Source: an optimization exercise on an open RTL-to-GDS flow (aim: small area, a short achievable clock period and few clock cycles per item). Production flows keep margins and buffers that such runs may drop.
The RTL was checked by simulation tests, not by an equivalence proof against the original design.

==> flow/design.v <==
module div_steps #(
  parameter WIDTH  = 32,
  parameter AW     = 32,
  parameter K      = 4,
  parameter RIPPLE = 0
)(
  input  logic [WIDTH-1:0] p_i,
  input  logic [AW-1:0]    a_i,
  input  logic [WIDTH-1:0] d_i,
  input  logic             cin,
  output logic [WIDTH-1:0] p_o,
  output logic [AW-1:0]    a_o
);
  logic [WIDTH-1:0] pp [K+1];
  logic [AW-1:0]    aa [K+1];
  assign pp[0] = p_i;
  assign aa[0] = a_i;
  for (genvar i = 0; i < K; i++) begin : g_step
    logic [WIDTH:0]   t;
    logic [WIDTH+1:0] s;
    assign t = {pp[i], aa[i][AW-1]};
    if (RIPPLE[i]) begin : g_rc
      logic [WIDTH:0] c;
      assign c[0] = cin;
      assign s[0] = 1'b0;
      for (genvar j = 0; j < WIDTH; j++) begin : g_bit
        assign s[j+1] = t[j] ^ d_i[j] ^ c[j];
        assign c[j+1] = (t[j] & d_i[j]) | (t[j] & c[j]) | (d_i[j] & c[j]);
      end
      assign s[WIDTH+1] = !(t[WIDTH] ^ c[WIDTH]);
    end else begin : g_bk
      assign s = {t, 1'b1} + {1'b1, d_i, cin};
    end
    assign aa[i+1] = {aa[i][AW-2:0], !s[WIDTH+1]};
    assign pp[i+1] = s[WIDTH+1] ? t[WIDTH-1:0] : s[WIDTH:1];
  end
  assign p_o = pp[K];
  assign a_o = aa[K];
endmodule
module div
#(
  parameter XLEN = 32,
  localparam integer NUM_ROB_ENTRIES = 32,
  localparam integer ARCH_REG_IDX    = 4,
  localparam integer PHYS_REG_IDX    = 5
)(
  input  logic clk,
  input  logic rst,
  input  logic        req_valid,
  output logic        req_ready,
  input  logic [XLEN-1:0] op_a,
  input  logic [XLEN-1:0] op_b,
  input  logic [ARCH_REG_IDX:0] rd_arch,
  input  logic [PHYS_REG_IDX:0] pd_phys,
  input  logic [$clog2(NUM_ROB_ENTRIES)-1:0] rob_idx,
  input  logic        dest_we,
  input  logic [2:0]    sub_op,
  output logic        resp_valid,
  input  logic        resp_ready,
  output logic [XLEN-1:0] resp_value,
  output logic [ARCH_REG_IDX:0] resp_rd,
  output logic [PHYS_REG_IDX:0] resp_pd,
  output logic [$clog2(NUM_ROB_ENTRIES)-1:0] resp_rob_idx,
  output logic        resp_dest_we
);
  localparam integer K  = 8;                   
  localparam integer NM = (XLEN + K - 1) / K;  
  localparam integer AW = K * NM;              
  localparam integer CW = $clog2(NM);
  localparam integer TW = ARCH_REG_IDX + 1 + PHYS_REG_IDX + 1 + $clog2(NUM_ROB_ENTRIES) + 1;
  logic            busy_q, first_q, one_q, endc_q;
  logic [CW-1:0]   cnt_q;               
  logic            isrem_q, sa_q, sb_q;
  logic [XLEN-1:0] p_q;                 
  logic [AW-1:0]   a_q;                 
  logic [XLEN-1:0] d_q;                 
  logic [TW-1:0]   tag_q;
  logic            ov_q;
  logic [XLEN-1:0] oval_q;
  logic [TW-1:0]   otag_q;
  logic            pv_q;
  logic [TW-1:0]   ptag_q;
  wire last_c   = first_q ? one_q : endc_q;
  wire last     = busy_q && last_c;
  wire finish   = last && !pv_q;
  logic rx_q, ry_q;
  assign req_ready = rx_q || (ry_q && one_q);
  wire take     = req_valid && req_ready;
  wire step     = busy_q && !last_c && !pv_q;
  wire out_free = !ov_q || resp_ready;
  wire to_pend  = finish && !out_free;
  wire load_out = out_free && (finish || pv_q);
  function automatic logic [5:0] clz32(input logic [XLEN-1:0] x);
    logic [15:0] z1; logic [15:0]      c1;
    logic [7:0]  z2; logic [7:0][1:0]  c2;
    logic [3:0]  z3; logic [3:0][2:0]  c3;
    logic [1:0]  z4; logic [1:0][3:0]  c4;
    logic        z5; logic [4:0]       c5;
    for (integer g = 0; g < 16; g++) begin
      z1[g] = !x[2*g+1] && !x[2*g];
      c1[g] = !x[2*g+1];
    end
    for (integer g = 0; g < 8; g++) begin
      z2[g] = z1[2*g+1] && z1[2*g];
      c2[g] = z1[2*g+1] ? {1'b1, c1[2*g]} : {1'b0, c1[2*g+1]};
    end
    for (integer g = 0; g < 4; g++) begin
      z3[g] = z2[2*g+1] && z2[2*g];
      c3[g] = z2[2*g+1] ? {1'b1, c2[2*g]} : {1'b0, c2[2*g+1]};
    end
    for (integer g = 0; g < 2; g++) begin
      z4[g] = z3[2*g+1] && z3[2*g];
      c4[g] = z3[2*g+1] ? {1'b1, c3[2*g]} : {1'b0, c3[2*g+1]};
    end
    z5 = z4[1] && z4[0];
    c5 = z4[1] ? {1'b1, c4[0]} : {1'b0, c4[1]};
    clz32 = z5 ? 6'd32 : {1'b0, c5};
  endfunction
  function automatic logic above(input logic [XLEN-1:0] x, input logic [XLEN-1:0] y);
    logic [XLEN-1:0] f, zx, zy;    
    f  = x & ~y;
    zx = ~x;
    zy = ~y;
    for (integer w = 1; w < XLEN; w = w * 2)
      for (integer g = 0; g < XLEN; g = g + 2 * w) begin
        f[g]  = f[g + w] | (zx[g + w] & zy[g + w] & f[g]);
        zx[g] = zx[g + w] & zx[g];
        zy[g] = zy[g + w] & zy[g];
      end
    above = f[0];
  endfunction
  wire sgn   = !sub_op[0];
  wire in_sa = sgn && op_a[XLEN-1];
  wire in_sb = sgn && op_b[XLEN-1];
  wire [XLEN-1:0] in_u = in_sa ? (~op_a >> (K - 1)) : (op_a >> K);
  wire in_one = above(op_b ^ {XLEN{in_sb}}, in_u);
  logic [XLEN-1:0] ma;
  always_comb begin
    logic any_a;
    any_a = 1'b0;
    for (integer i = 0; i < XLEN; i++) begin
      ma[i] = a_q[i] ^ (sa_q && any_a);
      any_a = any_a | a_q[i];
    end
  end
  wire [5:0] cza = clz32(ma);
  wire [5:0] czb = clz32(~d_q);         
  wire [6:0] n_off = {1'b0, czb} + 7'(XLEN + 1) - {1'b0, cza};
  logic [CW-1:0] m1;    
  always_comb begin
    if (one_q)                    m1 = '0;
    else if (czb == 6'd32)        m1 = CW'(NM-1);
    else if (n_off >= 7'(XLEN + K*(NM-1) + 1)) m1 = CW'(NM-1);
    else if (n_off <= 7'(XLEN + 2*K)) m1 = CW'(1);
    else                          m1 = CW'((n_off - 7'(XLEN + 1)) / K);
  end
  logic [XLEN-1:0] p_s;
  logic [AW-1:0]   a_s;
  always_comb begin
    logic [XLEN+AW-1:0] w;
    w = {{AW{1'b0}}, ma} << (AW - K*(m1+1));
    if (first_q) begin
      p_s = w[XLEN+AW-1:AW];
      a_s = w[AW-1:0];
    end else begin
      p_s = p_q;
      a_s = a_q;
    end
  end
  logic [XLEN-1:0] p_n;
  logic [AW-1:0]   a_n;
  div_steps #(.WIDTH(XLEN), .AW(AW), .K(K), .RIPPLE(0)) U_steps (
    .p_i(p_s), .a_i(a_s), .d_i(d_q), .cin(!sb_q), .p_o(p_n), .a_o(a_n)
  );
  wire div0 = !sb_q && (&d_q);
  wire neg  = isrem_q ? sa_q : (sa_q ^ sb_q) && !div0;
  wire [XLEN-1:0] res  = isrem_q ? p_n : a_n[XLEN-1:0];
  wire [XLEN-1:0] fres = neg ? -res : res;
  wire [CW-1:0] cnt_n = first_q ? m1 - 1'b1 : cnt_q - 1'b1;
  always_ff @(posedge clk) begin
    if (rst) begin
      busy_q <= 1'b0;
      ov_q   <= 1'b0;
      pv_q   <= 1'b0;
    end else begin
      if (take)
        busy_q <= 1'b1;
      else if (finish)
        busy_q <= 1'b0;
      if (load_out)
        ov_q <= 1'b1;
      else if (resp_ready)
        ov_q <= 1'b0;
      if (to_pend)
        pv_q <= 1'b1;
      else if (out_free)
        pv_q <= 1'b0;
    end
  end
  wire busy_d  = take || (busy_q && !finish);
  wire first_d = req_ready || (first_q && !step);
  wire endc_d  = step ? (cnt_n == '0) : endc_q;
  wire pv_d    = to_pend || (pv_q && !out_free);
  always_ff @(posedge clk) begin
    if (rst) begin
      rx_q <= 1'b1;
      ry_q <= 1'b0;
    end else begin
      rx_q <= !busy_d || (!first_d && endc_d && !pv_d);
      ry_q <= first_d && !pv_d;
    end
  end
  always_ff @(posedge clk) begin
    if (req_ready) begin
      first_q <= 1'b1;
      one_q   <= in_one;
      isrem_q <= sub_op[1];
      sa_q    <= in_sa;
      sb_q    <= in_sb;
      a_q     <= AW'(op_a);
      d_q     <= op_b ^ {XLEN{!in_sb}};
      tag_q   <= {rd_arch, pd_phys, rob_idx, dest_we};
    end else if (step) begin
      first_q <= 1'b0;
      cnt_q   <= cnt_n;
      endc_q  <= (cnt_n == '0);
      a_q     <= a_n;
    end
    if (finish) begin
      p_q     <= fres;
      ptag_q  <= tag_q;
    end else if (step)
      p_q     <= p_n;
    if (load_out) begin
      oval_q  <= pv_q ? p_q : fres;
      otag_q  <= pv_q ? ptag_q : tag_q;
    end
  end
  assign resp_valid = ov_q;
  assign resp_value = oval_q;
  assign {resp_rd, resp_pd, resp_rob_idx, resp_dest_we} = otag_q;
endmodule
==> flow/config.mk <==
export PLATFORM = sky130hd
export DESIGN_NAME = div
export DESIGN_NICKNAME = div
export VERILOG_FILES = /design/flow/design.v
export SDC_FILE = /design/flow/constraint.sdc
export NUM_CORES = 4
export LEC_CHECK = 0
export ABC_AREA = 1
export CAP_MARGIN = 20
export CORE_MARGIN = 2
export CORE_UTILIZATION = 40
export SLEW_MARGIN = 20
==> flow/constraint.sdc <==
create_clock -name core_clock -period 200.0 [get_ports {clk}]
set_input_delay 40.0000 -clock core_clock [delete_from_list [all_inputs] [get_ports {clk}]]
set_output_delay 40.0000 -clock core_clock [all_outputs]
set_load 0.01 [all_outputs]
standard.sh (not shown) runs the stock make flow with config.mk's settings and CLKGATE_MAP_FILE= SYNTH_SCRIPT=/design/flow/synth_recipe.tcl, a recipe that flattens the netlist after the stock synthesis.
==> flow/flow/run.sh <==
#!/bin/bash
# The standard layout flow (standard.sh), unchanged except for two
# settings it reads from the environment:
#  - SETUP_SLACK_MARGIN: the resizer's repair_timing keeps this much setup
#    slack. With the design's 200 ns clock the standard flow never works on
#    the input and output paths that set the achieved period.
#  - BUFFER_PORTS_ARGS: every input and output port still gets its buffer,
#    a plain buf_1 (later resized as needed) instead of the larger delay
#    buffer the resizer picks by default.
# The clock period and the timing constraints stay those of the design.
set -o pipefail
export SETUP_SLACK_MARGIN=158.1
export BUFFER_PORTS_ARGS="-buffer_cell sky130_fd_sc_hd__buf_1"
bash standard.sh > standard.log 2>&1
Testbench counts at the start, summed over its fixed seeds: cycles 4,737, ops 3,200.
Edit:
==> flow/flow/run.sh (replaced) <==
#!/bin/bash
set -o pipefail
export SETUP_SLACK_MARGIN=157.8
bash standard.sh > standard.log 2>&1
After rerunning: Wire length hardly moves; hold slack hardly moves; utilization climbs by 1.0 points; final area climbs by a few percent; worst setup slack degrades by 140 ps; sequential share of layout area falls by 0.42 points; via count is about the same; register-to-register slack gets worse by 240 ps; area after synthesis does not change.
Edit:
==> flow/flow/run.sh (replaced) <==
#!/bin/bash
# The standard layout flow (standard.sh), unchanged except for two
# settings it reads from the environment:
#  - SETUP_SLACK_MARGIN: the resizer's repair_timing keeps this much setup
#    slack. With the design's 200 ns clock the standard flow never works on
#    the input and output paths that set the achieved period.
#  - BUFFER_PORTS_ARGS: every input and output port still gets its buffer,
#    a plain buf_1 (later resized as needed) instead of the larger delay
#    buffer the resizer picks by default.
# The clock period and the timing constraints stay those of the design.
set -o pipefail
export SETUP_SLACK_MARGIN=158.1
export BUFFER_PORTS_ARGS="-buffer_cell sky130_fd_sc_hd__buf_1"
bash standard.sh > standard.log 2>&1
- CORE_UTILIZATION: 40 -> 70
- PLACE_DENSITY: not set -> 0.78
What happened: Maximum frequency hardly moves; wire length came out lower by a little under a tenth; setup slack loses 26 ps; cell count goes down by a little under a tenth; sequential cell count is unchanged; design area decreases by a few percent; worst hold slack improved by 5.9 ps; register-to-register slack is worse by 390 ps; critical path depth rises by 1; clock-buffer cell count is unchanged.
Edit:
==> flow/run.sh (new file) <==
#!/bin/bash
# synth_recipe.tcl (not shown) runs the flow's synth.tcl, then flattens the netlist and writes it again
# the make line also repeats each setting of config.mk as NAME=value (left out here)
make -C /OpenROAD-flow-scripts/flow DESIGN_CONFIG=/design/flow/config.mk WORK_HOME=/design/flow/orfs CLKGATE_MAP_FILE= SYNTH_SCRIPT=/design/flow/synth_recipe.tcl finish
- CORE_UTILIZATION: 70 -> 40
- PLACE_DENSITY: 0.78 -> not set
removed: flow/flow/run.sh
removed: flow/standard.sh
=> Critical path depth rises by 1. Global-route usage falls by 17 points. Die area rises by well over a third. Register-to-register slack gains 1000 ps. Hold slack loses 8.9 ps. Core utilization falls by 30 points. Area after synthesis is unchanged. Non-clock buffer count falls by 4. Cell count rises by a little under a tenth. Via count falls by a few percent. Sequential share of layout area falls by 0.77 points.
Edit:
==> flow/flow/run.sh (new file) <==
#!/bin/bash
set -o pipefail
export SETUP_SLACK_MARGIN=158.4
bash standard.sh > standard.log 2>&1
==> flow/standard.sh (new file) <==
#!/bin/bash
# synth_recipe.tcl (not shown) runs the flow's synth.tcl, then flattens the netlist and writes it again
# the make line also repeats each setting of config.mk as NAME=value (left out here)
make -C /OpenROAD-flow-scripts/flow DESIGN_CONFIG=/design/flow/config.mk WORK_HOME=/design/flow/orfs CLKGATE_MAP_FILE= SYNTH_SCRIPT=/design/flow/synth_recipe.tcl "${@:-finish}"
removed: flow/run.sh
Result:
- The new run finished clean
- worst setup slack gets better by 920 ps
- wire length grows by 1.3%
- synthesized area does not change
- global-route usage grows by 0.50 points
- critical path depth grows by 1
- hold slack gets worse by 5.6 ps
- register-to-register slack gets worse by 820 ps

what the ideal ports hide:
Ports are ideal in the flow. The routed layouts listed here were re-timed in OpenROAD. Step 1: set_driving_cell puts a clkbuf_16 on clk and a buf_2 on each other input, an assumption about the parent block. Step 2 adds t to the input delays and takes it off the output delays; t is the mean of the earliest and latest rising clock arrival at the registers after step 1. Input paths then give back, and output paths get back, about the clock's delay inside the block. Three values: ideal, step 1, step 2; two values: the first two.
| run | t (ns) | slack for setup (ns) | hold slack, ns |
|---|---|---|---|
| the first run | 0.525 | 158.055 / 158.071 / 157.546 | 0.453 / 0.453 / 0.453 |
| the second run | 0.522 | 157.915 / 157.908 / 157.426 | 0.451 / 0.451 / 0.451 |
| the third run | 0.506 | 157.889 / 157.904 / 157.398 | 0.457 / 0.457 / 0.457 |
| the fourth run | 0.522 | 157.186 / 157.211 / 156.689 | 0.448 / 0.448 / 0.448 |
| the fifth run | 0.527 | 158.102 / 158.099 / 157.572 | 0.443 / 0.443 / 0.443 |
After both steps every run listed still meets setup and hold. For the fifth run, which loses most, drivers alone change the setup slack by -0.003 ns; drivers and shift together by -0.530 ns.
